From an optimization exercise on the open Yosys and OpenROAD flow, aimed at small area; shortcuts taken in it are not production practice.
At most, simulation tests tie the RTL to the original design; equivalence was not proved.
Only the layout flow was run in run 1; the RTL was not checked for function there.
In runs 4 and 6 the design's own scripts or RTL, not TritonCTS, make the clock network.
The clock input has no modelled driver; a real chip could not lean on it and would need a root buffer or a full tree.
No activity file was given, so power comes from the tool's default toggle rates.

## design/flow/config.mk

```make
export PLATFORM = sky130hd
export DESIGN_NAME = pro_v_2_0
export DESIGN_NICKNAME = pro_v_2_0
export VERILOG_FILES = /design/flow/design.v
export SDC_FILE = /design/flow/constraint.sdc
export NUM_CORES = 4
export LEC_CHECK = 0
export CAP_MARGIN = 20
export CORE_MARGIN = 2
export CORE_UTILIZATION = 60
export SLEW_MARGIN = 20
```

## design/flow/constraint.sdc

```tcl
create_clock -name core_clock -period 10.0 [get_ports {clk}]
set_input_delay 2.0000 -clock core_clock [delete_from_list [all_inputs] [get_ports {clk}]]
set_output_delay 2.0000 -clock core_clock [all_outputs]
set_load 0.01 [all_outputs]
```

## design/flow/design.v

```verilog
`timescale 1ns / 1ps
module pro_v_2_0(a,clk,rst,colomn,r,l,u,d);
input clk;
input rst;
input l,r,u,d;
output [6:0] a;
output [4:0] colomn;
reg [4:0] i;
reg [2:0] lr;
reg [6:0] q;
reg [1:0] motion, sd;
reg [2:0] mx, my;
reg [1:0] d0, d1, d2;
reg [2:0] fx, fy;
reg [5:0] fi;
function [2:0] mvx;
	input [2:0] x;
	input [1:0] dd;
	input neg;
	begin
		if (!dd[1]) mvx = x;
		else if (dd[0] ^ neg) mvx = {x[1], x[0], x[2] ^ x[1]};
		else mvx = {x[0] ^ x[2], x[2], x[1]};
	end
endfunction
function [2:0] mvy;
	input [2:0] y;
	input [1:0] dd;
	input neg;
	begin
		if (dd[1]) mvy = y;
		else if (dd[0] ^ neg) mvy = {y[1], y[0], ~(y[2] | y[1])};
		else mvy = {~(y[1] | y[0]), y[2], y[1]};
	end
endfunction
reg [5:0] tab;
always @(*) begin
	case (fi)
	6'd0: tab = {3'b010, 3'b000};
	6'd1: tab = {3'b010, 3'b100};
	6'd2: tab = {3'b111, 3'b110};
	6'd3: tab = {3'b011, 3'b011};
	6'd4: tab = {3'b100, 3'b110};
	6'd5: tab = {3'b010, 3'b001};
	6'd6: tab = {3'b011, 3'b100};
	6'd7: tab = {3'b111, 3'b110};
	6'd8: tab = {3'b101, 3'b001};
	6'd9: tab = {3'b011, 3'b110};
	6'd10: tab = {3'b010, 3'b000};
	6'd11: tab = {3'b111, 3'b001};
	6'd12: tab = {3'b010, 3'b011};
	6'd13: tab = {3'b010, 3'b001};
	6'd14: tab = {3'b101, 3'b001};
	6'd15: tab = {3'b110, 3'b000};
	6'd16: tab = {3'b100, 3'b000};
	6'd17: tab = {3'b110, 3'b011};
	6'd18: tab = {3'b100, 3'b011};
	6'd19: tab = {3'b101, 3'b000};
	6'd20: tab = {3'b001, 3'b100};
	6'd21: tab = {3'b101, 3'b110};
	6'd22: tab = {3'b001, 3'b100};
	6'd23: tab = {3'b101, 3'b000};
	6'd24: tab = {3'b111, 3'b110};
	6'd25: tab = {3'b110, 3'b100};
	6'd26: tab = {3'b011, 3'b011};
	6'd27: tab = {3'b100, 3'b100};
	6'd28: tab = {3'b011, 3'b000};
	6'd29: tab = {3'b110, 3'b100};
	6'd30: tab = {3'b111, 3'b001};
	6'd31: tab = {3'b100, 3'b000};
	6'd32: tab = {3'b001, 3'b011};
	6'd33: tab = {3'b001, 3'b110};
	default: tab = 6'bxxxxxx;
	endcase
end
wire first = fy[2] & fy[0];
wire refresh = (i == 5'd29);
wire w1 = (lr == 3'b110) & (q == 7'd33);
wire w2 = (lr == 3'b000) & (q == 7'd66);
wire w3 = (lr == 3'b011) & (q == 7'd0);
wire apply = refresh & (w1 | w2 | w3);
wire hold = (w1 & (i >= 5'd20)) | (w2 & (i >= 5'd10)) | w3;
wire [2:0] hx = mvx(mx, d0, 1'b0);
wire [2:0] hy = mvy(my, d0, 1'b0);
wire [2:0] tx = mvx(mx, d1, 1'b1);
wire [2:0] ty = mvy(my, d1, 1'b1);
wire [2:0] px = mvx(tx, d2, 1'b1);
wire [2:0] py = mvy(ty, d2, 1'b1);
wire eat = first | ({hx, hy} == {fx, fy});
always @(posedge clk) begin
	if (rst) begin
		i <= 5'd0;
		lr <= 3'b111;
		q <= 7'd0;
		motion <= 2'b10;
		mx <= 3'b101;
		my <= 3'b011;
		d0 <= 2'b11;
		d1 <= 2'b11;
		d2 <= 2'b11;
		fy <= 3'b101;
		fi <= 6'd0;
	end else begin
		i <= refresh ? 5'd0 : i + 5'd1;
		if (refresh) begin
			lr <= {lr[1], lr[0], ~(lr[2] | lr[1])};
			if (lr == 3'b001)
				q <= (q == 7'd99) ? 7'd0 : q + 7'd1;
		end
		if (l) motion <= 2'b10;
		else if (r) motion <= 2'b11;
		else if (u) motion <= 2'b00;
		else if (d) motion <= 2'b01;
		if (apply) begin
			mx <= hx;
			my <= hy;
			d0 <= sd;
			d1 <= d0;
			d2 <= d1;
			if (eat) fy <= tab[2:0];
			fi <= (fi == 6'd33) ? 6'd0 : fi + 6'd1;
		end
	end
end
always @(posedge clk) begin
	if (!hold)
		sd <= motion;
	if (apply & eat)
		fx <= tab[5:3];
end
wire [2:0] lre = lr | {3{first}};
wire mt = (ty == lre), mp_ = (py == lre), mm = (my == lre), mf = (fy == lre);
assign a = {
		(tx == 3'b100) & mt | (px == 3'b100) & mp_ | (mx == 3'b100) & mm | (fx == 3'b100) & mf,
		(tx == 3'b110) & mt | (px == 3'b110) & mp_ | (mx == 3'b110) & mm | (fx == 3'b110) & mf,
		(tx == 3'b111) & mt | (px == 3'b111) & mp_ | (mx == 3'b111) & mm | (fx == 3'b111) & mf,
		(tx == 3'b011) & mt | (px == 3'b011) & mp_ | (mx == 3'b011) & mm | (fx == 3'b011) & mf,
		(tx == 3'b101) & mt | (px == 3'b101) & mp_ | (mx == 3'b101) & mm | (fx == 3'b101) & mf,
		(tx == 3'b010) & mt | (px == 3'b010) & mp_ | (mx == 3'b010) & mm | (fx == 3'b010) & mf,
		(tx == 3'b001) & mt | (px == 3'b001) & mp_ | (mx == 3'b001) & mm | (fx == 3'b001) & mf
	};
assign colomn = {lr != 3'b011, lr != 3'b001, lr != 3'b000, lr != 3'b100, lr != 3'b110};
endmodule
```

## design/flow/flow/run.sh

```bash
#!/bin/bash
# Own layout flow: ORFS through standard.sh, with
#  - synthesis mapped for area (synth.tcl: ABC script area.abc, no adder extraction);
#    registers come from the same passes as the standard synthesis;
#  - port buffers of the smallest buffer cell;
#  - a clock tree without dummy loads.
set -euo pipefail
W=$(pwd)
F=$W/flow
export MY_ABC_SCRIPT=$F/area.abc
bash standard.sh SYNTH_SCRIPT=$F/synth.tcl synth > $W/synth.log 2>&1
bash standard.sh SYNTH_SCRIPT=$F/synth.tcl \
  "BUFFER_PORTS_ARGS=-buffer_cell sky130_fd_sc_hd__buf_1" \
  "CTS_ARGS=-sink_clustering_enable -repair_clock_nets -dont_use_dummy_load -buf_list sky130_fd_sc_hd__clkbuf_8" \
  finish > $W/layout.log 2>&1
```

## design/flow/flow/area.abc

```
strash
dch -f
map -a
strash
dch -f
amap
```

## design/flow/flow/synth.tcl

```tcl
proc synth {args} { yosys synth -nofsm -noshare {*}$args }
# Technology mapping for area: replace the ABC script ORFS passes.
proc abc {args} {
  set i [lsearch -exact $args -script]
  if { $i >= 0 } { set args [lreplace $args $i [expr {$i + 1}] -script $::env(MY_ABC_SCRIPT)] }
  set i [lsearch -exact $args -constr]
  if { $i >= 0 } { set args [lreplace $args $i [expr {$i + 1}]] }
  set i [lsearch -exact $args -D]
  if { $i >= 0 } { set args [lreplace $args $i [expr {$i + 1}]] }
  yosys abc {*}$args
}
# No full-adder extraction: ABC maps that logic smaller.
set ::env(ADDER_MAP_FILE) ""
source $::env(SCRIPTS_DIR)/synth.tcl
# left out here: clear keep_hierarchy, flatten, clean up, hide names made inside functions, write 1_2_yosys.v
```

## design/flow/standard.sh

```bash
#!/bin/bash
# synth_recipe.tcl (not shown) runs the flow's synth.tcl, then flattens the netlist and writes it again
# the make line also repeats each setting of config.mk as NAME=value (left out here)
make -C /OpenROAD-flow-scripts/flow DESIGN_CONFIG=/design/flow/config.mk WORK_HOME=/design/flow/orfs CLKGATE_MAP_FILE= SYNTH_SCRIPT=/design/flow/synth_recipe.tcl "${@:-finish}"
```

==> results of run 1 <==
routing by layer:
layer	track usage (%)	vias to the layer above	part of all wire, %
met5	0	-	0
met4	9.64	0	1.9
met3	3.61	15	4.2
met2	42.9	90	46
met1	34.5	1323	48
li1	-	1469	-
cells by family after synthesis:
kind of cell	after synthesis	synth area share (%)
simple gates	136	22.0
compound gates	132	33.1
buf+inv	57	7.71
flops	49	37.2
power groups by stage:
| stage | clock (uW) | sequential, uW | combinational (uW) |
|---|---|---|---|
| 4_1_cts | 105 | 200 | 6.17 |
| 6_report | 103 | 200 | 6.13 |
| 5_1_grt | 112 | 201 | 7.14 |
| 3_5_place_dp | 0 | 205 | 6.16 |
| 2_1_floorplan | 0 | 205 | 3.78 |
| 3_3_place_gp | 0 | 205 | 5.96 |
placed cells by master (no fill, tap or decap), types with 2 or more instances in the layout:
cell and instances:
sky130_fd_sc_hd__dfxtp_1 44, sky130_fd_sc_hd__o221ai_1 23, sky130_fd_sc_hd__a221oi_1 2, sky130_fd_sc_hd__a21oi_1 24
sky130_fd_sc_hd__buf_1 17, sky130_fd_sc_hd__o41ai_1 2, sky130_fd_sc_hd__or2_0 4, sky130_fd_sc_hd__clkinv_1 57
sky130_fd_sc_hd__nand4b_1 2, sky130_fd_sc_hd__o32ai_1 4, sky130_fd_sc_hd__a31oi_1 5, sky130_fd_sc_hd__o22a_1 2
sky130_fd_sc_hd__o22ai_1 19, sky130_fd_sc_hd__nor3_1 19, sky130_fd_sc_hd__clkbuf_8 5, sky130_fd_sc_hd__a221o_1 3
sky130_fd_sc_hd__edfxtp_1 5, sky130_fd_sc_hd__nand2_1 21, sky130_fd_sc_hd__nor2_1 64, sky130_fd_sc_hd__nor4_1 4
sky130_fd_sc_hd__o21ai_0 21, sky130_fd_sc_hd__a211oi_1 9, sky130_fd_sc_hd__a22oi_1 8, sky130_fd_sc_hd__or3_1 8
sky130_fd_sc_hd__o32a_1 3, sky130_fd_sc_hd__nand3_1 8
flip-flops by register name, indices dropped and copies added (netlist names):
register  flops
q             7
fi            6
tab           6
i             5
fx            3
fy            3
lr            3
mx            3
my            3
d0            2
d1            2
d2            2
motion        2
sd            2
cells in the mapped netlist, drive strengths merged, types with 3 or more instances:
cell | count | area share, %
o221ai | 23 | 7.3
a22oi | 8 | 2.2
a211oi | 9 | 2.4
a21oi | 24 | 4.3
o32ai | 4 | 1.3
edfxtp | 5 | 5.4
a221o | 3 | 1.1
dfxtp | 44 | 32
or3 | 8 | 1.8
nand2 | 21 | 2.8
o32a | 3 | 1.1
clkinv | 57 | 7.7
o22ai | 19 | 4.3
nor3 | 19 | 3.4
o21ai | 21 | 3.8
nor4 | 4 | 0.90
or2 | 4 | 0.90
nand3 | 8 | 1.4
a31oi | 5 | 1.1
nor2 | 64 | 8.7
area by class of cell:
type,instances,area [um2],area share (%)
Sequential cell,49,1030,34.6
Clock buffer,5,68.8,2.31
Timing Repair Buffer,18,71.3,2.39
Tap cell,52,65.1,2.18
Multi-Input combinational cell,268,1530,51.3
Inverter,57,214,7.18
worst max-delay path by stage:
stage,start,endpoint,slack (ns),depth (start not counted)
after floorplan,mx[2],a[0],5.50,10
after global placement,mx[2],a[0],4.85,12
after CTS,mx[2],a[0],4.55,12
final,mx[2],a[0],4.51,12
after global routing,mx[2],a[0],4.23,12
after detailed placement,mx[2],a[0],4.87,12
stage by stage:
stage	total power, uW	cell area, um2	hold WS [ns]	cells	worst slack (ns)
after floorplan	208	2780	0.386	374	5.50
after global placement	211	2910	0.387	444	4.85
after detailed placement	211	2910	0.390	444	4.87
after CTS	311	2980	0.409	449	4.55
after global routing	320	2980	0.430	449	4.23
final	310	2980	0.407	449	4.51
==> flow_metrics.py, run 1 <==
metrics = {
    "run_status": {
        "outcome": "complete, no violations",
    },
    "job": {
        "drv.max_cap_violation_count": 0,
    },
    "sta": {
        "final-setup-viol-count": 0,
        "post-route-min-period_ns": 5.49,
        "setup-tns-final_ns": 0,
        "grt_setup_unrepaired": "false",
        "finalCritPeriodShare_pct": 54.9,
        "report.final.slew_viol_count": 0,
        "clock-skew-final_ns": 0.0249,
        "max_slew_margin_pct": 47.2,
        "maximum_clock_rate_mhz": 182,
        "final-hold-violation-count": 0,
        "worst_pin_slew_ns": 0.784,
    },
    "hold_path": {
        "hold_end": "fx[0]",
        "holdCritStartpoint": "tab[3]",
        "worstHoldPathType": "reg2reg",
        "timing.hold.worst_path_depth": 0,
    },
    "route": {
        "detail_route.drc_violations": 0,
        "route.vias.total": 2897,
        "first_iter_violations": 326,
        "route.final.wire_length_um": 6510,
        "route.detailed.wl_per_inst_um": 14.5,
        "ant_nets": 0,
        "detail_route.vias_per_cell": 6.45,
        "drtPass1Iterations": 5,
    },
    "yosys": {
        "cell_area_after_technology_mapping_um2": 2780,
        "syn_nets": 380,
        "synth_seq_cells": 49,
        "ys_dominant_reg_cell": "sky130_fd_sc_hd__dfxtp_1",
        "post_synth_edffs": 5,
        "syn_area_per_cell_um2": 7.42,
        "async_reset_ff_share_pct": 0,
        "share_of_synthesized_area_occupied_by_flip_flops_and_latches_pct": 37.2,
        "ys_types": 37,
        "syn_inst": 374,
        "synth-warning-count": 1,
    },
    "floorplanning": {
        "rows": 24,
        "floorplan.initialDensity_pct": 62.9,
        "top_level_ports": 18,
        "core_area_um2": 4410,
        "design.die.area_um2": 5190,
        "x_dimension_of_the_die_um": 72.0,
        "die_height_um": 72.0,
    },
    "worst_setup_path": {
        "r2r_cells": 13,
        "crit_arrival_ns": 3.49,
        "worstSetupEndpointType": "output port",
        "timing.critical_path.required_ns": 8.00,
        "path_common_cell": "sky130_fd_sc_hd__clkinv_1",
        "crit_path_max_fanout": 9,
        "slowest_stage": "sky130_fd_sc_hd__o32ai_1",
        "r2r-start": "q[0]",
        "setup.worst_path.class": "reg2out",
        "critical_path.top_delay_family": "compound AO/OA/AOI/OAI gates",
        "combined_buffer_and_inverter_count_along_the_critical_path": 4,
        "critPathLaunchType": "flop",
        "critical_path.cell_chain": "clkinv_1, a22oi_1, nor2_1, o32ai_1, clkinv_1, o22ai_1, o221ai_1, o21ai_0, clkinv_1, o32a_1, o221ai_1, buf_1",
        "r2r_end": "tab[1]",
        "timing.critical_path.slowest_cell_delay_ns": 0.55,
        "regToRegSetupSlack_ns": 5.46,
    },
    "layout": {
        "layout-drive-gt1-share_pct": 1.51,
        "final_net_count": 405,
        "final_util_pct": 67.5,
        "fillCellCount": 389,
        "antenna_cells": 0,
        "syn_to_final_growth_pct": 7.39,
    },
    "power": {
        "share_seq_of_total_power_pct": 64.7,
        "p_sw_share_pct": 20.3,
        "internal_power_uw": 247,
        "pwr-share-clk_pct": 33.3,
        "p_per_area_nw_per_um2": 104,
        "combinationalPowerShare_pct": 2.0,
        "p_switching_uw": 62.8,
        "vdd_ir_drop_max_v": 0.0000996,
        "cellLeakagePower_uw": 0.000938,
    },
    "place": {
        "dp_hpwl_um": 4850,
        "gpl.final_weighted_congestion": 0.916,
        "buffer_ports.inserted": 17,
    },
    "cts": {
        "clock_path_buffers": 2,
        "clk_root_buffer_cell": "sky130_fd_sc_hd__clkbuf_8",
        "numClockSinks": 49,
        "post_cts_resized": 0,
        "hold_buffers": 0,
        "clock_transition_at_the_register_clock_pins_on_the_worst_setup_and_hold_paths_after_cts_ns": 0.08,
        "clock_latency_ns": 0.30,
        "tritoncts": "done",
        "post_cts.repair.setup_buffers": 0,
        "cts_buffers": 5,
        "htree_num_levels": 2,
    },
    "grt": {
        "overflow": 0,
        "grt_pass1_wl_um": 10900,
        "grt_pass1_vias": 2545,
        "grt_start_max_net_pins": 20,
        "antenna_found_initial": 0,
        "grt_usage_pct": 25.9,
    },
}
==> inputs of run 2 (changes only) <==
--- a/design/flow/design.v
+++ b/design/flow/design.v
@@ -33,46 +33,8 @@
 		else mvy = {~(y[1] | y[0]), y[2], y[1]};
 	end
 endfunction
-reg [5:0] tab;
-always @(*) begin
-	case (fi)
-	6'd0: tab = {3'b010, 3'b000};
-	6'd1: tab = {3'b010, 3'b100};
-	6'd2: tab = {3'b111, 3'b110};
-	6'd3: tab = {3'b011, 3'b011};
-	6'd4: tab = {3'b100, 3'b110};
-	6'd5: tab = {3'b010, 3'b001};
-	6'd6: tab = {3'b011, 3'b100};
-	6'd7: tab = {3'b111, 3'b110};
-	6'd8: tab = {3'b101, 3'b001};
-	6'd9: tab = {3'b011, 3'b110};
-	6'd10: tab = {3'b010, 3'b000};
-	6'd11: tab = {3'b111, 3'b001};
-	6'd12: tab = {3'b010, 3'b011};
-	6'd13: tab = {3'b010, 3'b001};
-	6'd14: tab = {3'b101, 3'b001};
-	6'd15: tab = {3'b110, 3'b000};
-	6'd16: tab = {3'b100, 3'b000};
-	6'd17: tab = {3'b110, 3'b011};
-	6'd18: tab = {3'b100, 3'b011};
-	6'd19: tab = {3'b101, 3'b000};
-	6'd20: tab = {3'b001, 3'b100};
-	6'd21: tab = {3'b101, 3'b110};
-	6'd22: tab = {3'b001, 3'b100};
-	6'd23: tab = {3'b101, 3'b000};
-	6'd24: tab = {3'b111, 3'b110};
-	6'd25: tab = {3'b110, 3'b100};
-	6'd26: tab = {3'b011, 3'b011};
-	6'd27: tab = {3'b100, 3'b100};
-	6'd28: tab = {3'b011, 3'b000};
-	6'd29: tab = {3'b110, 3'b100};
-	6'd30: tab = {3'b111, 3'b001};
-	6'd31: tab = {3'b100, 3'b000};
-	6'd32: tab = {3'b001, 3'b011};
-	6'd33: tab = {3'b001, 3'b110};
-	default: tab = 6'bxxxxxx;
-	endcase
-end
+localparam [383:0] TABLE = 384'b000000000000000000000000000000000000000000000000000000000000000000000000000000000000000000000000000000000000000000000000000000000000000000000000000000000000000000000000000000000000001110001011100000111001110100011000100100011011110100111110101000001100101110001100101000100011110011100000110000101001010001010011111001010000011110101001111110011100010001100110011011111110010100010000;
+wire [5:0] tab = TABLE[fi * 6 +: 6];
 wire first = fy[2] & fy[0];
 wire refresh = (i == 5'd29);
 wire w1 = (lr == 3'b110) & (q == 7'd33);
==> run 2 against run 1 <==
Net effect: first-iteration DRC count shrank 20%; non-clock buffer count stayed put; global-route usage up 2.4 points; clock skew barely moved; register-to-register slack improved by 1.6 ns; final area is 3.9% lower; clock power down 7%; sequential power decreased by 12%; synthesized cell count is 2.7% lower; sequential share of layout area down 2.8 points; combinational power is 9.0% higher; critical endpoint is now a[3]; largest power group unchanged; highest routed layer unchanged.
==> flow_metrics.py, run 2 <==
metrics = {
    "run_status": {
        "outcome": "complete, no violations",
    },
    "layout": {
        "largest_reg_flops": 7,
        "final_util_pct": 66.2,
        "commonest_non_fill_non_tap_cell_in_the_layout": "sky130_fd_sc_hd__nor2_1",
        "layout-drive-gt1-share_pct": 1.55,
        "stdcell_area_um2": 2860,
        "final_net_count": 395,
        "syn_to_final_growth_pct": 7.72,
        "antenna_cells": 0,
        "most-common-layout-cells": "66 x sky130_fd_sc_hd__nor2_1, 62 x sky130_fd_sc_hd__clkinv_1, 38 x sky130_fd_sc_hd__dfxtp_1",
        "area_used_by_multi_input_combinational_logic_um2": 1510,
        "fillCellCount": 390,
        "area.sequential_um2": 911,
        "registers.top_by_ff_count": "q",
    },
    "place": {
        "dp_hpwl_um": 5080,
        "buffer_ports.inserted": 17,
        "cell_area_after_placement_um2": 2790,
        "gpl.final_weighted_congestion": 0.942,
    },
    "cts": {
        "clk_root_buffer_cell": "sky130_fd_sc_hd__clkbuf_8",
        "numClockSinks": 43,
        "hold_buffers": 0,
        "clock_latency_ns": 0.29,
        "cts_buffers": 5,
        "post_cts.repair.setup_buffers": 0,
        "post_cts_resized": 0,
        "clock_path_buffers": 2,
        "htree_num_levels": 2,
        "clock_transition_at_the_register_clock_pins_on_the_worst_setup_and_hold_paths_after_cts_ns": 0.08,
        "tritoncts": "done",
    },
    "grt": {
        "grt_pass1_wl_um": 11600,
        "grt_pass1_vias": 2547,
        "overflow": 0,
        "grt_start_max_net_pins": 18,
        "grt_usage_pct": 28.3,
        "antenna_found_initial": 0,
    },
    "sta": {
        "grt_setup_unrepaired": "false",
        "final-setup-viol-count": 0,
        "maximum_clock_rate_mhz": 182,
        "max_slew_margin_pct": 41.1,
        "final-hold-violation-count": 0,
        "worst_pin_slew_ns": 0.881,
        "post-route-min-period_ns": 5.49,
        "finalCritPeriodShare_pct": 54.9,
        "clock-skew-final_ns": 0.0245,
        "report.final.slew_viol_count": 0,
        "finalHoldWorstSlack_ns": 0.444,
        "setup-tns-final_ns": 0,
    },
    "worst_setup_path": {
        "critical_path.cell_chain": "clkinv_1, a22oi_1, nor2_1, o32ai_1, clkinv_1, a21oi_1, o32ai_1, or2_0, or2_0, o221ai_1, buf_1",
        "crit_path_max_fanout": 10,
        "worstSetupEndpointType": "output port",
        "slowest_stage": "sky130_fd_sc_hd__o32ai_1",
        "timing.critical_path.slowest_cell_delay_ns": 0.60,
        "setup.worst_path.class": "reg2out",
        "regToRegSetupSlack_ns": 7.08,
        "critical_path.top_delay_family": "compound AO/OA/AOI/OAI gates",
        "combined_buffer_and_inverter_count_along_the_critical_path": 3,
        "crit_arrival_ns": 3.49,
        "critPathLaunchType": "flop",
        "timing.critical_path.required_ns": 8.00,
    },
    "route": {
        "detail_route.drc_violations": 0,
        "first_iter_violations": 262,
        "detail_route.vias_per_cell": 6.56,
        "route.vias.total": 2879,
        "drtPass1Iterations": 5,
        "route.final.wire_length_um": 6810,
        "ant_nets": 0,
        "route.detailed.wl_per_inst_um": 15.5,
    },
    "yosys": {
        "synth-warning-count": 1,
        "ys_types": 32,
        "most_numerous_cell_types_in_the_synthesized_netlist": "66 x sky130_fd_sc_hd__nor2_1, 62 x sky130_fd_sc_hd__clkinv_1, 38 x sky130_fd_sc_hd__dfxtp_1, 21 x sky130_fd_sc_hd__a21oi_1, 21 x sky130_fd_sc_hd__o221ai_1",
        "post_synth_edffs": 5,
        "synth.top_cells.by_area": "sky130_fd_sc_hd__dfxtp_1 29%, sky130_fd_sc_hd__nor2_1 9.3%, sky130_fd_sc_hd__clkinv_1 8.8%",
        "netlist.area_leader.share_pct": 28.6,
        "syn_inst": 364,
        "share_of_synthesized_area_occupied_by_flip_flops_and_latches_pct": 34.3,
        "async_reset_ff_share_pct": 0,
        "ys_dominant_reg_cell": "sky130_fd_sc_hd__dfxtp_1",
        "synth_seq_cells": 43,
        "cell_area_after_technology_mapping_um2": 2660,
        "syn_nets": 370,
        "synth_top_cell_by_area": "sky130_fd_sc_hd__dfxtp_1",
        "post-synth-top-count-cell": "sky130_fd_sc_hd__nor2_1",
        "syn_area_per_cell_um2": 7.30,
    },
    "floorplanning": {
        "design.die.area_um2": 4980,
        "core_area_um2": 4320,
        "floorplan.initialDensity_pct": 61.5,
        "x_dimension_of_the_die_um": 70.6,
        "rows": 24,
        "top_level_ports": 18,
        "die_height_um": 70.6,
    },
    "power": {
        "p_total_uw": 279,
        "cellLeakagePower_uw": 0.000882,
        "p_per_area_nw_per_um2": 97.4,
        "vdd_ir_drop_max_v": 0.0000794,
    },
    "job": {
        "drv.max_cap_violation_count": 0,
    },
    "hold_path": {
        "worstHoldPathType": "reg2reg",
    },
}
## run 2: per-stage QoR
stage,worst slack [ns],std cells
finish,4.51,439
global route,4.20,439
CTS,4.59,439
detailed placement,4.89,434
global placement,5.08,434
floorplan,5.42,364
## run 2: worst paths after layout
path,start,endpoint,depth (start not counted)
min,motion[1],sd[1],0
max,mx[2],a[3],11
min reg2reg,motion[1],sd[1],0
max reg2reg,lr[2],fy[1],11
## run 2: cell families after synthesis
group           synth area share [%]
compound gates                  35.5
simple gates                    21.4
buf+inv                         8.76
flops                           34.3
## run 2: power breakdown
| group | switching, uW | internal, uW | total [uW] |
|---|---|---|---|
| registers | 0.859 | 176 | 176 |
| clock network | 50.7 | 45.0 | 95.7 |
| logic | 4.74 | 1.94 | 6.68 |
| total | 56.3 | 223 | 279 |
## run 2: area by class of cell
cell class                      instances  area share (%)
Sequential cell                        43            31.8
Tap cell                               52            2.27
Clock buffer                            5            2.40
Inverter                               62            8.13
Timing Repair Buffer                   18            2.49
Multi-Input combinational cell        259            52.9
## run 2: metal layers
layer | track usage, % | up-vias | routed length [um]
li1 | - | 1437 | -
met1 | 39.4 | 1318 | 3080
met2 | 45.4 | 98 | 3270
met3 | 4.42 | 26 | 298
met4 | 9.43 | 0 | 162
met5 | 0 | - | 0
==> inputs of run 3 (changes only) <==
==> design/flow/design.v (replaced) <==
`timescale 1ns / 1ps
module pro_v_2_0(a,clk,rst,colomn,r,l,u,d);
input clk;
input rst;
input l,r,u,d;
output [6:0] a;
output [4:0] colomn;
reg [4:0] i;
reg [2:0] lr;
reg [6:0] q;
reg [1:0] motion, sd;
reg [2:0] mx, my;
reg [1:0] d0, d1, d2;
reg [2:0] fx, fy;
reg [5:0] fi;
function [2:0] mvx;
	input [2:0] x;
	input [1:0] dd;
	input neg;
	begin
		if (!dd[1]) mvx = x;
		else if (dd[0] ^ neg) mvx = {x[1], x[0], x[2] ^ x[1]};
		else mvx = {x[0] ^ x[2], x[2], x[1]};
	end
endfunction
function [2:0] mvy;
	input [2:0] y;
	input [1:0] dd;
	input neg;
	begin
		if (dd[1]) mvy = y;
		else if (dd[0] ^ neg) mvy = {y[1], y[0], ~(y[2] | y[1])};
		else mvy = {~(y[1] | y[0]), y[2], y[1]};
	end
endfunction
localparam [203:0] TABLE = 204'b101110101011010000100001001100110000010100110011001100100110111000101100111110101100111000010011001011010000001000111001011001011011100001011000110110111001100110110100011001010110110011100110011100011000;
wire [5:0] tab = (fi < 6'd34) ? TABLE[fi * 6 +: 6] : 6'd0;
wire first = fy[2] & fy[0];
wire refresh = (i[4] & i[3] & ~i[2] & ~i[1] & i[0]);
wire apply = refresh & (
	(lr == 3'b110) & (~q[5] & ~q[4] & ~q[3] & ~q[2] & ~q[0]) |
	(lr == 3'b000) & (~q[5] & ~q[4] & ~q[3] & ~q[2] & ~q[1]) |
	(lr == 3'b011) & (~q[6] & ~q[4] & q[3] & ~q[2] & q[1] & ~q[0]));
wire hold = lr[0] ? lr[1] : (lr[1] ? (~i[0] | ~i[2]) : (i[0] | ~i[1] | ~i[4]));
wire [2:0] hx = mvx(mx, d0, 1'b0);
wire [2:0] hy = mvy(my, d0, 1'b0);
wire [2:0] tx = mvx(mx, d1, 1'b1);
wire [2:0] ty = mvy(my, d1, 1'b1);
wire [2:0] px = mvx(tx, d2, 1'b1);
wire [2:0] py = mvy(ty, d2, 1'b1);
wire eat = first | ({hx, hy} == {fx, fy});
always @(posedge clk) begin
	if (rst | refresh)
		i <= 5'b00101;
	else
		i <= {i[3:0], ~^{i[4], i[1]}};
	if (rst) begin
		lr <= 3'b111;
		q <= 7'b0101010;
		motion <= 2'b10;
		mx <= 3'b111;
		my <= 3'b011;
		d0 <= 2'b11;
		d1 <= 2'b11;
		d2 <= 2'b11;
		fy <= 3'b101;
		fi <= 6'd0;
	end else begin
		if (refresh) begin
			lr <= {lr[1], lr[0], ~(lr[2] | lr[1])};
			if (lr == 3'b001)
				q <= (q[6] & q[4] & q[2] & q[1] & q[0]) ? 7'b0101010 : {q[5:0], ~^{q[6], q[0]}};
		end
		if (l) motion <= 2'b10;
		else if (r) motion <= 2'b11;
		else if (u) motion <= 2'b00;
		else if (d) motion <= 2'b01;
		if (apply) begin
			mx <= hx;
			my <= hy;
			d0 <= sd;
			d1 <= d0;
			d2 <= d1;
			if (eat) fy <= tab[2:0];
			fi <= (fi == 6'd33) ? 6'd0 : fi + 6'd1;
		end
	end
end
always @(posedge clk) begin
	if (!hold)
		sd <= motion;
	if (apply & eat)
		fx <= tab[5:3];
end
wire [2:0] lre = lr | {3{first}};
wire mt = (ty == lre), mp = (py == lre), mm = (my == lre), mf = (fy == lre);
assign a = {
		(tx == 3'b010) & mt | (px == 3'b010) & mp | (mx == 3'b010) & mm | (fx == 3'b010) & mf,
		(tx == 3'b001) & mt | (px == 3'b001) & mp | (mx == 3'b001) & mm | (fx == 3'b001) & mf,
		(tx == 3'b100) & mt | (px == 3'b100) & mp | (mx == 3'b100) & mm | (fx == 3'b100) & mf,
		(tx == 3'b110) & mt | (px == 3'b110) & mp | (mx == 3'b110) & mm | (fx == 3'b110) & mf,
		(tx == 3'b111) & mt | (px == 3'b111) & mp | (mx == 3'b111) & mm | (fx == 3'b111) & mf,
		(tx == 3'b011) & mt | (px == 3'b011) & mp | (mx == 3'b011) & mm | (fx == 3'b011) & mf,
		(tx == 3'b101) & mt | (px == 3'b101) & mp | (mx == 3'b101) & mm | (fx == 3'b101) & mf
	};
assign colomn = {lr != 3'b011, lr != 3'b001, lr != 3'b000, lr != 3'b100, lr != 3'b110};
endmodule
--- a/design/flow/flow/run.sh
+++ b/design/flow/flow/run.sh
@@ -11,5 +11,5 @@
 bash standard.sh SYNTH_SCRIPT=$F/synth.tcl synth > $W/synth.log 2>&1
 bash standard.sh SYNTH_SCRIPT=$F/synth.tcl \
   "BUFFER_PORTS_ARGS=-buffer_cell sky130_fd_sc_hd__buf_1" \
-  "CTS_ARGS=-sink_clustering_enable -repair_clock_nets -dont_use_dummy_load -buf_list sky130_fd_sc_hd__clkbuf_8" \
+  "CTS_ARGS=-sink_clustering_enable -sink_clustering_size 64 -sink_clustering_max_diameter 1000 -repair_clock_nets -dont_use_dummy_load -buf_list sky130_fd_sc_hd__clkbuf_8 -root_buf sky130_fd_sc_hd__clkbuf_8" \
   finish > $W/layout.log 2>&1
==> run 3 against run 2 <==
Net effect: still clean; setup slack worse by 0.055 ns; fmax shrank 1.0%; sequential power is essentially flat; non-clock buffer count is the same; clock-buffer cell count unchanged; final cell count fell by 3.6%; power grew 1.3%; die area down 2.4%; wire length shrank 5.7%; sequential share of layout area up 0.74 points; synthesized cell count fell by 3.8%; critical path type unchanged; critical endpoint unchanged.
==> flow_metrics.py, run 3 <==
metrics = {
    "sta": {
        "worst_pin_slew_ns": 0.791,
        "maximum_clock_rate_mhz": 180,
        "finalHoldWorstSlack_ns": 0.444,
        "final-hold-violation-count": 0,
        "clock-skew-final_ns": 0.0217,
        "setup-tns-final_ns": 0,
        "post-route-min-period_ns": 5.55,
        "post_route_worst_setup_slack_ns": 4.45,
        "finalCritPeriodShare_pct": 55.5,
        "report.final.slew_viol_count": 0,
        "grt_setup_unrepaired": "false",
        "final-setup-viol-count": 0,
        "max_slew_margin_pct": 47.3,
    },
    "yosys": {
        "synth-warning-count": 1,
        "ys_dominant_reg_cell": "sky130_fd_sc_hd__dfxtp_1",
        "yosys-mux-area-fraction_pct": 0,
        "most_numerous_cell_types_in_the_synthesized_netlist": "68 x sky130_fd_sc_hd__nor2_1, 56 x sky130_fd_sc_hd__clkinv_1, 38 x sky130_fd_sc_hd__dfxtp_1, 29 x sky130_fd_sc_hd__o221ai_1, 19 x sky130_fd_sc_hd__a21oi_1",
        "syn_nets": 356,
        "synth_seq_cells": 43,
        "synth_top_cell_by_area": "sky130_fd_sc_hd__dfxtp_1",
        "post_synthesis_share_of_cell_area_spent_on_and_or_nand_and_nor_gates_pct": 20.7,
        "parity_gate_share_of_the_synthesized_area_counting_xor_and_xnor_cells_pct": 0,
        "netlist.area_leader.share_pct": 29.4,
        "post-synth-top-count-cell": "sky130_fd_sc_hd__nor2_1",
        "synth_compound_gate_area_share_pct": 36.0,
        "syn_inst": 350,
        "share_of_synthesized_area_occupied_by_flip_flops_and_latches_pct": 35.2,
        "cell_area_after_technology_mapping_um2": 2590,
        "synth_fa_ha_area_share_pct": 0,
        "combinational_family_with_the_most_area_after_synthesis": "compound AO/OA/AOI/OAI gates",
        "synth.top_cells.by_area": "sky130_fd_sc_hd__dfxtp_1 29%, sky130_fd_sc_hd__nor2_1 9.9%, sky130_fd_sc_hd__o221ai_1 9.8%",
        "async_reset_ff_share_pct": 0,
        "ys_types": 33,
        "syn_area_per_cell_um2": 7.40,
        "post_synth_edffs": 5,
    },
    "grt": {
        "grt_pass1_vias": 2450,
        "grt_start_max_net_pins": 21,
        "grt-busiest-layer": "met2",
        "grt_pass1_wl_um": 10900,
        "gr-usage-met2_pct": 43.6,
        "grt_util_met3_pct": 7.12,
        "overflow": 0,
        "grt_usage_pct": 26.8,
        "globalRouteMet1Util_pct": 34.8,
        "antenna_found_initial": 0,
    },
    "worst_setup_path": {
        "crit_arrival_ns": 3.55,
        "crit_path_max_fanout": 11,
        "slowest_stage": "sky130_fd_sc_hd__o32ai_1",
        "combined_buffer_and_inverter_count_along_the_critical_path": 4,
        "critPathLaunchType": "flop",
        "worstSetupEndpointType": "output port",
        "critical_path.top_delay_family": "compound AO/OA/AOI/OAI gates",
        "setup.worst_path.class": "reg2out",
        "timing.critical_path.slowest_cell_delay_ns": 0.64,
        "critical_path.cell_chain": "clkinv_1, a22oi_1, nor2_1, o32ai_1, clkinv_1, o22ai_1, clkinv_1, or3_1, o221ai_1, buf_1",
        "path_common_cell": "sky130_fd_sc_hd__clkinv_1",
        "timing.critical_path.required_ns": 8.00,
    },
    "floorplanning": {
        "core_area_um2": 4090,
        "x_dimension_of_the_die_um": 69.7,
        "die_height_um": 69.7,
        "design.die.area_um2": 4860,
        "rows": 23,
        "floorplan.initialDensity_pct": 63.3,
        "top_level_ports": 18,
    },
    "layout": {
        "largest_reg_flops": 7,
        "antenna_cells": 0,
        "final_net_count": 381,
        "syn_to_final_growth_pct": 8.07,
        "most-common-layout-cells": "68 x sky130_fd_sc_hd__nor2_1, 56 x sky130_fd_sc_hd__clkinv_1, 38 x sky130_fd_sc_hd__dfxtp_1",
        "commonest_non_fill_non_tap_cell_in_the_layout": "sky130_fd_sc_hd__nor2_1",
        "final_util_pct": 68.5,
        "layout-drive-gt1-share_pct": 1.88,
        "area.sequential_um2": 911,
        "registers.top_by_ff_count": "q",
        "area_used_by_multi_input_combinational_logic_um2": 1470,
        "fillCellCount": 359,
    },
    "job": {
        "drv.max_cap_violation_count": 0,
    },
    "cts": {
        "clock_path_buffers": 2,
        "clock_latency_ns": 0.30,
        "clk_root_buffer_cell": "sky130_fd_sc_hd__clkbuf_8",
        "cts_buffers": 5,
        "clock_transition_at_the_register_clock_pins_on_the_worst_setup_and_hold_paths_after_cts_ns": 0.09,
        "htree_num_levels": 2,
        "tritoncts": "done",
        "post_cts_resized": 0,
        "post_cts.repair.setup_buffers": 0,
        "hold_buffers": 0,
        "numClockSinks": 43,
    },
    "route": {
        "route.vias.total": 2774,
        "ant_nets": 0,
        "route.final.wire_length_um": 6430,
        "detail_route.drc_violations": 0,
        "route.detailed.wl_per_inst_um": 15.2,
        "detail_route.vias_per_cell": 6.56,
        "first_iter_violations": 323,
        "drtPass1Iterations": 8,
    },
    "power": {
        "vdd_ir_drop_max_v": 0.000107,
        "cellLeakagePower_uw": 0.000843,
        "p_per_area_nw_per_um2": 101,
    },
    "place": {
        "dp_hpwl_um": 4830,
        "pre_cts_ws_ns": 4.83,
        "buffer_ports.inserted": 17,
        "gpl.final_weighted_congestion": 0.965,
    },
    "hold_path": {
        "worstHoldPathType": "reg2reg",
    },
    "run_status": {
        "outcome": "complete, no violations",
    },
}
==> run 3: path summary, 6_finish.rpt <==
check        start     to  slack, ns  depth (start not counted)
max          mx[1]   a[3]       4.45                         10
min           i[2]   i[3]       0.44                          2
max reg2reg   i[4]  fy[1]       6.49                         10
min reg2reg   i[2]   i[3]       0.44                          2
==> run 3: final cells by class <==
| class | instances | share of cell area [%] |
|---|---|---|
| multi-input combinational | 251 | 52.7 |
| inverter | 56 | 7.51 |
| tap | 50 | 2.24 |
| clock buffer | 5 | 2.46 |
| sequential | 43 | 32.6 |
| timing repair buffer | 18 | 2.55 |
==> run 3: logic make-up (layout without fill, tap and decap cells) <==
kind of cell / after synthesis / count (layout)
AOI/OAI and AO/OA: 128 / 128
buffers and inverters: 56 / 79
and+or+nand+nor: 123 / 123
DFF: 43 / 43
==> run 3: routing by layer <==
metal / part of all wire, % / vias up
met2: 47 / 89
met5: 0 / -
met3: 6.0 / 11
li1: - / 1390
met1: 45 / 1284
met4: 1.7 / 0
==> run 3: through the flow <==
stage / instance area [um2] / power (uW) / instances
floorplan: 2590 / 185 / 350
CTS: 2800 / 285 / 423
finish: 2800 / 283 / 423
detailed placement: 2730 / 189 / 418
global route: 2800 / 293 / 423
global placement: 2730 / 188 / 418
==> run 3: worst register-to-register path: stages, from the launching register on <==
cell	delay, ns
sky130_fd_sc_hd__dfxtp_1	0.38
sky130_fd_sc_hd__nand3_1	0.09
sky130_fd_sc_hd__nor3_1	0.50
sky130_fd_sc_hd__clkinv_1	0.41
sky130_fd_sc_hd__nor4_2	0.29
sky130_fd_sc_hd__buf_4	0.26
sky130_fd_sc_hd__clkinv_1	0.43
sky130_fd_sc_hd__nor2_1	0.54
sky130_fd_sc_hd__clkinv_1	0.20
sky130_fd_sc_hd__a22oi_1	0.19
sky130_fd_sc_hd__nor2_1	0.06
==> run 3: report_power, final <==
part | switching (uW) | internal (uW) | leakage (uW)
logic | 5.15 | 2.28 | 0.000447
clock network | 52.6 | 45.0 | 0.0000359
registers | 1.32 | 176 | 0.000360
total | 59.1 | 224 | 0.000843
==> inputs of run 4 (changes only) <==
==> design/flow/flow/run.sh (replaced) <==
#!/bin/bash
# Own layout flow: ORFS through standard.sh, with
#  - synthesis mapped for area (synth.tcl: ABC script area.abc, no adder extraction);
#    registers come from the same passes as the standard synthesis;
#  - port buffers of the smallest buffer cell;
#  - a one-buffer clock tree (cts.tcl) in place of ORFS's CTS.
set -euo pipefail
W=$(pwd)
F=$W/flow
export MY_ABC_SCRIPT=$F/area.abc
export MY_CLK_PORT=clk
export MY_CLK_BUF=${MY_CLK_BUF:-sky130_fd_sc_hd__clkbuf_8}
export MY_CLK_NBUF=${MY_CLK_NBUF:-3}
bash standard.sh SYNTH_SCRIPT=$F/synth.tcl synth > $W/synth.log 2>&1
bash standard.sh SYNTH_SCRIPT=$F/synth.tcl \
  "BUFFER_PORTS_ARGS=-buffer_cell sky130_fd_sc_hd__buf_1" \
  PRE_CTS_TCL=$F/cts.tcl \
  finish > $W/layout.log 2>&1
==> design/flow/flow/cts.tcl (new file) <==
# PRE_CTS hook: a flat clock tree. The clock port drives MY_CLK_NBUF clock
# buffers (MY_CLK_BUF); the registers, sorted by x, are split evenly between
# them, and each buffer sits at the centre of its registers. CTS itself is then
# skipped; the rest of ORFS's CTS step (placement legalisation, timing repair)
# runs as usual.
set block [ord::get_db_block]
set clk_net [$block findNet $::env(MY_CLK_PORT)]
set master [[ord::get_db] findMaster $::env(MY_CLK_BUF)]
set nbuf $::env(MY_CLK_NBUF)
set sinks {}
foreach it [$clk_net getITerms] {
  set loc [[$it getInst] getLocation]
  lappend sinks [list [lindex $loc 0] [lindex $loc 1] $it]
}
set sinks [lsort -integer -index 0 $sinks]
set n [llength $sinks]
for {set k 0} {$k < $nbuf} {incr k} {
  set buf [odb::dbInst_create $block $master clkbuf_flat_$k]
  set leaf [odb::dbNet_create $block clknet_flat_$k]
  $leaf setSigType CLOCK
  set lo [expr {$k * $n / $nbuf}]
  set hi [expr {($k + 1) * $n / $nbuf}]
  set sx 0; set sy 0
  foreach s [lrange $sinks $lo [expr {$hi - 1}]] {
    lassign $s x y it
    set sx [expr {$sx + $x}]; set sy [expr {$sy + $y}]
    $it disconnect
    $it connect $leaf
  }
  [$buf findITerm A] connect $clk_net
  [$buf findITerm X] connect $leaf
  $buf setLocation [expr {$sx / ($hi - $lo)}] [expr {$sy / ($hi - $lo)}]
  $buf setPlacementStatus PLACED
  puts "flat clock tree: buffer $k drives [expr {$hi - $lo}] sinks"
}
rename clock_tree_synthesis ""
proc clock_tree_synthesis {args} { puts "clock_tree_synthesis skipped" }
set_propagated_clock [all_clocks]
==> run 4 against run 3 <==
Net effect: flip-flop and latch count unchanged; clock power down 26%; final cell count is 0.47% lower; synthesized cell count is the same; sequential power barely moved; still clean; final area down 0.98%; die area is the same; register-to-register slack gained 0.05 ns; core utilization shrank 0.67 points; wire length fell by 0.31%; largest power group unchanged.
==> flow_metrics.py, run 4 <==
metrics = {
    "floorplanning": {
        "die_height_um": 69.7,
        "core_area_um2": 4090,
        "x_dimension_of_the_die_um": 69.7,
        "floorplan.initialDensity_pct": 63.3,
        "rows": 23,
        "design.die.area_um2": 4860,
        "top_level_ports": 18,
    },
    "grt": {
        "grt_start_max_net_pins": 21,
        "grt_pass1_vias": 2435,
        "grt_pass1_wl_um": 10800,
        "overflow": 0,
        "antenna_found_initial": 0,
        "grt_usage_pct": 25.5,
    },
    "power": {
        "internal_power_uw": 206,
        "pwr-share-clk_pct": 28.0,
        "p_per_area_nw_per_um2": 92.7,
        "cellLeakagePower_uw": 0.000829,
        "share_seq_of_total_power_pct": 69.1,
        "p_switching_uw": 50.7,
        "vdd_ir_drop_max_v": 0.000175,
        "p_sw_share_pct": 19.7,
        "combinationalPowerShare_pct": 2.9,
    },
    "hold_path": {
        "worstHoldPathType": "reg2reg",
    },
    "layout": {
        "syn_to_final_growth_pct": 7.01,
        "most-common-layout-cells": "68 x sky130_fd_sc_hd__nor2_1, 56 x sky130_fd_sc_hd__clkinv_1, 38 x sky130_fd_sc_hd__dfxtp_1",
        "antenna_cells": 0,
        "registers.top_by_ff_count": "q",
        "commonest_non_fill_non_tap_cell_in_the_layout": "sky130_fd_sc_hd__nor2_1",
        "fillCellCount": 361,
        "largest_reg_flops": 7,
        "final_net_count": 379,
        "layout-drive-gt1-share_pct": 1.35,
    },
    "sta": {
        "worst_pin_slew_ns": 0.763,
        "finalCritPeriodShare_pct": 54.2,
        "setup-tns-final_ns": 0,
        "max_slew_margin_pct": 49.1,
        "final-hold-violation-count": 0,
        "post-route-min-period_ns": 5.42,
        "report.final.slew_viol_count": 0,
        "finalHoldWorstSlack_ns": 0.443,
        "maximum_clock_rate_mhz": 184,
        "clock-skew-final_ns": 0.0170,
        "grt_setup_unrepaired": "false",
        "final-setup-viol-count": 0,
    },
    "yosys": {
        "synth-warning-count": 1,
        "synth_top_cell_by_area": "sky130_fd_sc_hd__dfxtp_1",
        "ys_dominant_reg_cell": "sky130_fd_sc_hd__dfxtp_1",
        "syn_area_per_cell_um2": 7.40,
        "synth.top_cells.by_area": "sky130_fd_sc_hd__dfxtp_1 29%, sky130_fd_sc_hd__nor2_1 9.9%, sky130_fd_sc_hd__o221ai_1 9.8%",
        "syn_inst": 350,
        "ys_types": 33,
        "syn_nets": 356,
        "cell_area_after_technology_mapping_um2": 2590,
        "synth_seq_cells": 43,
        "post_synth_edffs": 5,
        "share_of_synthesized_area_occupied_by_flip_flops_and_latches_pct": 35.2,
        "most_numerous_cell_types_in_the_synthesized_netlist": "68 x sky130_fd_sc_hd__nor2_1, 56 x sky130_fd_sc_hd__clkinv_1, 38 x sky130_fd_sc_hd__dfxtp_1, 29 x sky130_fd_sc_hd__o221ai_1, 19 x sky130_fd_sc_hd__a21oi_1",
        "async_reset_ff_share_pct": 0,
        "netlist.area_leader.share_pct": 29.4,
        "post-synth-top-count-cell": "sky130_fd_sc_hd__nor2_1",
    },
    "worst_setup_path": {
        "path_common_cell": "sky130_fd_sc_hd__clkinv_1",
        "slowest_stage": "sky130_fd_sc_hd__o32ai_1",
        "worstSetupEndpointType": "output port",
        "critPathLaunchType": "flop",
        "critical_path.top_delay_family": "compound AO/OA/AOI/OAI gates",
        "critical_path.cell_chain": "clkinv_1, a22oi_1, nor2_1, o32ai_1, clkinv_1, o22ai_1, clkinv_1, or3_1, o221ai_1, buf_1",
        "crit_arrival_ns": 3.42,
        "combined_buffer_and_inverter_count_along_the_critical_path": 4,
        "timing.critical_path.slowest_cell_delay_ns": 0.63,
        "crit_path_max_fanout": 11,
        "timing.critical_path.required_ns": 8.00,
        "setup.worst_path.class": "reg2out",
    },
    "place": {
        "dp_hpwl_um": 4830,
        "buffer_ports.inserted": 17,
        "gpl.final_weighted_congestion": 0.965,
    },
    "route": {
        "route.detailed.wl_per_inst_um": 15.2,
        "ant_nets": 0,
        "route.final.wire_length_um": 6410,
        "route.vias.total": 2778,
        "drtPass1Iterations": 7,
        "detail_route.drc_violations": 0,
        "detail_route.vias_per_cell": 6.60,
        "first_iter_violations": 270,
    },
    "cts": {
        "post_cts_resized": 0,
        "hold_buffers": 0,
        "clock_latency_ns": 0.16,
        "clock_transition_at_the_register_clock_pins_on_the_worst_setup_and_hold_paths_after_cts_ns": 0.10,
        "post_cts.repair.setup_buffers": 0,
    },
    "run_status": {
        "outcome": "complete, no violations",
    },
    "job": {
        "drv.max_cap_violation_count": 0,
    },
}
-- run 4: cell type report --
class	count	area, um2	area share (%)
sequential	43	911	32.9
tap	50	62.6	2.26
multi-input combinational	251	1470	53.2
timing repair buffer	18	71.3	2.57
inverter	56	210	7.59
buffer	3	41.3	1.49
-- run 4: path summary, 6_finish.rpt --
kind,startpoint,to,slack [ns],cells after the start
worst max-delay path,mx[1],a[3],4.58,10
worst min-delay path,motion[0],sd[0],0.44,0
worst max register to register,i[4],fy[1],6.54,10
worst min register to register,motion[0],sd[0],0.44,0
-- run 4: cell families after synthesis --
logic type / synth area share (%)
AO/OA/AOI/OAI: 36.0
AND/OR/NAND/NOR: 20.7
buffers and inverters: 8.12
flip-flops: 35.2
-- run 4: power groups by stage --
stage	Combinational, uW	Sequential (uW)	Clock, uW
after floorplan	4.13	181	0
after global routing	8.30	178	77.7
after CTS	7.37	177	73.3
after detailed placement	7.33	181	0
after global placement	7.06	181	0
final	7.41	177	72.0
-- run 4: layer usage --
layer  vias up  share of wire [%]  global-route usage [%]  routed length [um]
met4         0               0.94                    3.85                  60
met5         -                  0                       0                   0
li1       1389                  -                       -                   -
met1      1288                 45                    34.7                2860
met3         6                5.0                    2.18                 320
met2        95                 49                    45.1                3160
-- run 4: per-stage QoR --
step	utilization (%)	instances	total power, uW	setup WS (ns)	instance area (um2)
floorplan	-	350	185	5.33	2590
global placement	66.8	418	188	4.92	2730
detailed placement	66.8	418	189	4.83	2730
CTS	67.8	421	258	4.62	2770
global route	67.8	421	264	4.20	2770
finish	67.8	421	257	4.58	2770
==> inputs of run 5 (changes only) <==
--- a/design/flow/flow/run.sh
+++ b/design/flow/flow/run.sh
@@ -9,8 +9,8 @@
 F=$W/flow
 export MY_ABC_SCRIPT=$F/area.abc
 export MY_CLK_PORT=clk
-export MY_CLK_BUF=${MY_CLK_BUF:-sky130_fd_sc_hd__clkbuf_8}
-export MY_CLK_NBUF=${MY_CLK_NBUF:-3}
+export MY_CLK_BUF=${MY_CLK_BUF:-sky130_fd_sc_hd__buf_12}
+export MY_CLK_NBUF=${MY_CLK_NBUF:-2}
 bash standard.sh SYNTH_SCRIPT=$F/synth.tcl synth > $W/synth.log 2>&1
 bash standard.sh SYNTH_SCRIPT=$F/synth.tcl \
   "BUFFER_PORTS_ARGS=-buffer_cell sky130_fd_sc_hd__buf_1" \
--- a/design/flow/config.mk
+++ b/design/flow/config.mk
@@ -7,5 +7,5 @@
 export LEC_CHECK = 0
 export CAP_MARGIN = 20
 export CORE_MARGIN = 2
-export CORE_UTILIZATION = 60
+export CORE_UTILIZATION = 80
 export SLEW_MARGIN = 20
==> run 5 against run 4 <==
Net effect: the flow now stops in global placement without I/O (3_1_place_gp_skip_io); synthesized cell count unchanged; area after synthesis unchanged.
==> flow_metrics.py, run 5 <==
metrics = {
    "yosys": {
        "syn_inst": 350,
        "post-synth-top-count-cell": "sky130_fd_sc_hd__nor2_1",
        "post_synth_edffs": 5,
        "cell_area_after_technology_mapping_um2": 2590,
        "share_of_synthesized_area_occupied_by_flip_flops_and_latches_pct": 35.2,
        "parity_gate_share_of_the_synthesized_area_counting_xor_and_xnor_cells_pct": 0,
        "synth_seq_cells": 43,
        "synth_compound_gate_area_share_pct": 36.0,
        "most_numerous_cell_types_in_the_synthesized_netlist": "68 x sky130_fd_sc_hd__nor2_1, 56 x sky130_fd_sc_hd__clkinv_1, 38 x sky130_fd_sc_hd__dfxtp_1, 29 x sky130_fd_sc_hd__o221ai_1, 19 x sky130_fd_sc_hd__a21oi_1",
        "netlist.area_leader.share_pct": 29.4,
        "yosys-mux-area-fraction_pct": 0,
        "synth.top_cells.by_area": "sky130_fd_sc_hd__dfxtp_1 29%, sky130_fd_sc_hd__nor2_1 9.9%, sky130_fd_sc_hd__o221ai_1 9.8%",
        "syn_area_per_cell_um2": 7.40,
        "post_synthesis_share_of_cell_area_spent_on_and_or_nand_and_nor_gates_pct": 20.7,
        "synth-warning-count": 1,
        "synth_fa_ha_area_share_pct": 0,
        "combinational_family_with_the_most_area_after_synthesis": "compound AO/OA/AOI/OAI gates",
        "syn_nets": 356,
        "async_reset_ff_share_pct": 0,
        "synth_top_cell_by_area": "sky130_fd_sc_hd__dfxtp_1",
        "ys_types": 33,
        "ys_dominant_reg_cell": "sky130_fd_sc_hd__dfxtp_1",
    },
    "floorplanning": {
        "rows": 20,
        "die_height_um": 60.9,
        "floorplan.initialDensity_pct": 84.1,
        "x_dimension_of_the_die_um": 60.9,
    },
    "run_status": {
        "stop_stage": "global placement without I/O (3_1_place_gp_skip_io)",
        "firstError": "[ERROR GPL-0301] Utilization 100.439 % exceeds 100%.",
        "outcome": "did not finish",
    },
}
run 5: cell counts after synthesis:
Identical to the previous run, type by type.
run 5: cells by family after synthesis:
family | count (synthesis)
AO/OA/AOI/OAI | 128
buffers and inverters | 56
flip-flops | 43
AND/OR/NAND/NOR | 123
==> inputs of run 6 (changes only) <==
--- a/design/flow/config.mk
+++ b/design/flow/config.mk
@@ -6,6 +6,8 @@
 export NUM_CORES = 4
 export LEC_CHECK = 0
 export CAP_MARGIN = 20
+export CELL_PAD_IN_SITES_DETAIL_PLACEMENT = 0
+export CELL_PAD_IN_SITES_GLOBAL_PLACEMENT = 0
 export CORE_MARGIN = 2
-export CORE_UTILIZATION = 80
+export CORE_UTILIZATION = 75
 export SLEW_MARGIN = 20
==> run 6 against run 5 <==
Net effect: now clean on timing, DRC and antenna; synthesized cell count did not move; area after synthesis did not move.
==> flow_metrics.py, run 6 <==
metrics = {
    "layout": {
        "most-common-layout-cells": "68 x sky130_fd_sc_hd__nor2_1, 56 x sky130_fd_sc_hd__clkinv_1, 38 x sky130_fd_sc_hd__dfxtp_1",
        "area_used_by_multi_input_combinational_logic_um2": 1470,
        "fillCellCount": 234,
        "layout-drive-gt1-share_pct": 1.08,
        "commonest_non_fill_non_tap_cell_in_the_layout": "sky130_fd_sc_hd__nor2_1",
        "antenna_cells": 0,
        "largest_reg_flops": 7,
        "registers.top_by_ff_count": "q",
        "syn_to_final_growth_pct": 6.77,
        "final_net_count": 378,
        "area.sequential_um2": 911,
    },
    "yosys": {
        "synth_top_cell_by_area": "sky130_fd_sc_hd__dfxtp_1",
        "synth_seq_cells": 43,
        "most_numerous_cell_types_in_the_synthesized_netlist": "68 x sky130_fd_sc_hd__nor2_1, 56 x sky130_fd_sc_hd__clkinv_1, 38 x sky130_fd_sc_hd__dfxtp_1, 29 x sky130_fd_sc_hd__o221ai_1, 19 x sky130_fd_sc_hd__a21oi_1",
        "combinational_family_with_the_most_area_after_synthesis": "compound AO/OA/AOI/OAI gates",
        "post-synth-top-count-cell": "sky130_fd_sc_hd__nor2_1",
        "share_of_synthesized_area_occupied_by_flip_flops_and_latches_pct": 35.2,
        "synth-warning-count": 1,
        "netlist.area_leader.share_pct": 29.4,
        "post_synth_edffs": 5,
        "parity_gate_share_of_the_synthesized_area_counting_xor_and_xnor_cells_pct": 0,
        "ys_dominant_reg_cell": "sky130_fd_sc_hd__dfxtp_1",
        "async_reset_ff_share_pct": 0,
        "synth.top_cells.by_area": "sky130_fd_sc_hd__dfxtp_1 29%, sky130_fd_sc_hd__nor2_1 9.9%, sky130_fd_sc_hd__o221ai_1 9.8%",
        "syn_area_per_cell_um2": 7.40,
        "syn_nets": 356,
        "synth_compound_gate_area_share_pct": 36.0,
        "syn_inst": 350,
        "yosys-mux-area-fraction_pct": 0,
        "ys_types": 33,
        "post_synthesis_share_of_cell_area_spent_on_and_or_nand_and_nor_gates_pct": 20.7,
        "synth_fa_ha_area_share_pct": 0,
        "cell_area_after_technology_mapping_um2": 2590,
    },
    "cts": {
        "post_cts.repair.setup_buffers": 0,
        "hold_buffers": 0,
        "post_cts_resized": 0,
        "clock_transition_at_the_register_clock_pins_on_the_worst_setup_and_hold_paths_after_cts_ns": 0.09,
        "clock_latency_ns": 0.13,
    },
    "sta": {
        "grt_setup_unrepaired": "false",
        "clock-skew-final_ns": 0.00821,
        "maximum_clock_rate_mhz": 185,
        "post-route-min-period_ns": 5.41,
        "setup-tns-final_ns": 0,
        "worst_pin_slew_ns": 0.760,
        "final-hold-violation-count": 0,
        "finalHoldWorstSlack_ns": 0.445,
        "final-setup-viol-count": 0,
        "finalCritPeriodShare_pct": 54.1,
        "report.final.slew_viol_count": 0,
        "max_slew_margin_pct": 49.3,
    },
    "power": {
        "cellLeakagePower_uw": 0.000826,
        "share_seq_of_total_power_pct": 67.7,
        "p_sw_share_pct": 19.6,
        "combinationalPowerShare_pct": 2.9,
        "p_total_uw": 262,
        "vdd_ir_drop_max_v": 0.000171,
        "pwr-share-clk_pct": 29.5,
        "internal_power_uw": 211,
        "p_switching_uw": 51.4,
        "p_per_area_nw_per_um2": 95.0,
    },
    "route": {
        "drtPass1Iterations": 5,
        "detail_route.drc_violations": 0,
        "route.detailed.wl_per_inst_um": 16.4,
        "ant_nets": 0,
        "first_iter_violations": 221,
        "detail_route.vias_per_cell": 6.94,
        "route.vias.total": 2888,
        "route.final.wire_length_um": 6810,
    },
    "grt": {
        "antenna_found_initial": 0,
        "overflow": 0,
        "grt_usage_pct": 33.9,
        "grt_start_max_net_pins": 23,
        "grt_pass1_wl_um": 11300,
        "grt_pass1_vias": 2594,
    },
    "worst_setup_path": {
        "setup.worst_path.class": "reg2out",
        "worstSetupEndpointType": "output port",
        "timing.critical_path.required_ns": 8.00,
        "crit_arrival_ns": 3.41,
        "critPathLaunchType": "flop",
        "crit_path_max_fanout": 11,
    },
    "floorplanning": {
        "design.die.area_um2": 3940,
        "rows": 21,
        "top_level_ports": 18,
        "floorplan.initialDensity_pct": 77.6,
        "die_height_um": 62.8,
        "core_area_um2": 3340,
        "x_dimension_of_the_die_um": 62.8,
    },
    "run_status": {
        "outcome": "complete, no violations",
    },
    "place": {
        "gpl.final_weighted_congestion": 0.864,
        "buffer_ports.inserted": 17,
        "dp_hpwl_um": 4950,
    },
    "job": {
        "drv.max_cap_violation_count": 0,
    },
    "hold_path": {
        "worstHoldPathType": "reg2reg",
    },
}
run 6: cell counts after synthesis:
No cell type changed its count.
run 6: cells by family after synthesis:
group,after synthesis
and+or+nand+nor,123
buffers and inverters,56
DFF,43
AOI/OAI and AO/OA,128
run 6: worst paths after layout:
path / from / slack [ns] / cells past startpoint / endpoint
max: mx[1] / 4.59 / 10 / a[6]
min: motion[0] / 0.44 / 0 / sd[0]
max reg2reg: i[2] / 6.34 / 11 / fy[1]
min reg2reg: motion[0] / 0.44 / 0 / sd[0]
run 6: layer usage:
layer	global-route usage, %	routed length, um
met5	0	0
met4	8.33	173
met3	2.34	517
met2	62.5	3370
met1	42.9	2750
run 6: layout make-up:
| class | instances | area share, % |
|---|---|---|
| multi-input cells | 251 | 53.3 |
| flip-flops and latches | 43 | 33.0 |
| inverters | 56 | 7.61 |
| repair buffers | 18 | 2.58 |
| well taps | 46 | 2.08 |
| plain buffers | 2 | 1.45 |
run 6: critical path: stages (launching register included):
cell and delay [ns]:
sky130_fd_sc_hd__dfxtp_1 0.43, sky130_fd_sc_hd__clkinv_1 0.29, sky130_fd_sc_hd__a22oi_1 0.31, sky130_fd_sc_hd__nor2_1 0.07, sky130_fd_sc_hd__o32ai_1 0.63, sky130_fd_sc_hd__clkinv_1 0.35
sky130_fd_sc_hd__o22ai_1 0.30, sky130_fd_sc_hd__clkinv_1 0.16, sky130_fd_sc_hd__or3_1 0.39, sky130_fd_sc_hd__o221ai_1 0.18, sky130_fd_sc_hd__buf_1 0.17
run 6: stage by stage:
stage	std cells	utilization (%)	setup slack (ns)	area, um2
6_report	416	82.8	4.59	2760
5_1_grt	416	82.8	4.41	2760
4_1_cts	416	82.8	4.73	2760
3_5_place_dp	414	81.6	4.90	2720
3_3_place_gp	414	81.6	5.04	2720
2_1_floorplan	350	-	5.33	2590
run 6: power by group through the flow:
stage | logic (uW) | clock network (uW) | registers (uW)
6_report | 7.53 | 77.4 | 178
5_1_grt | 8.19 | 81.2 | 178
4_1_cts | 7.36 | 77.1 | 178
3_5_place_dp | 7.23 | 0 | 181
3_3_place_gp | 6.85 | 0 | 181
2_1_floorplan | 4.13 | 0 | 181

==> re-timing with driven ports <==
The results above use ideal ports. As a check the final layouts listed here were re-extracted and re-timed, cells and wires unchanged. Step 1: set_driving_cell puts a clkbuf_16 on clk and a buf_2 on each other input, an assumption about the parent block. Step 2 adds t to the input delays and takes it off the output delays; t is the mean of the earliest and latest rising clock arrival at the registers after step 1. Input paths then give back, and output paths get back, about the clock's delay inside the block. Three values: no drivers, after step 1, after step 2; two values: the first two.
| run | shift t [ns] | setup WS [ns] | hold WS [ns] | worst data-port slew with drivers (ns) |
|---|---|---|---|---|
| run 1 | 0.316 | 4.508 / 4.480 / 4.795 | 0.407 / 0.407 / 0.407 | 0.03 |
| run 2 | 0.309 | 4.509 / 4.479 / 4.789 | 0.444 / 0.444 / 0.444 | 0.03 |
| run 3 | 0.315 | 4.454 / 4.425 / 4.740 | 0.444 / 0.444 / 0.444 | 0.03 |
| run 4 | 0.190 | 4.578 / 4.538 / 4.728 | 0.443 / 0.443 / 0.443 | 0.03 |
| run 6 | 0.173 | 4.586 / 4.537 / 4.710 | 0.445 / 0.445 / 0.445 | 0.03 |
After both steps every run listed still meets setup and hold.
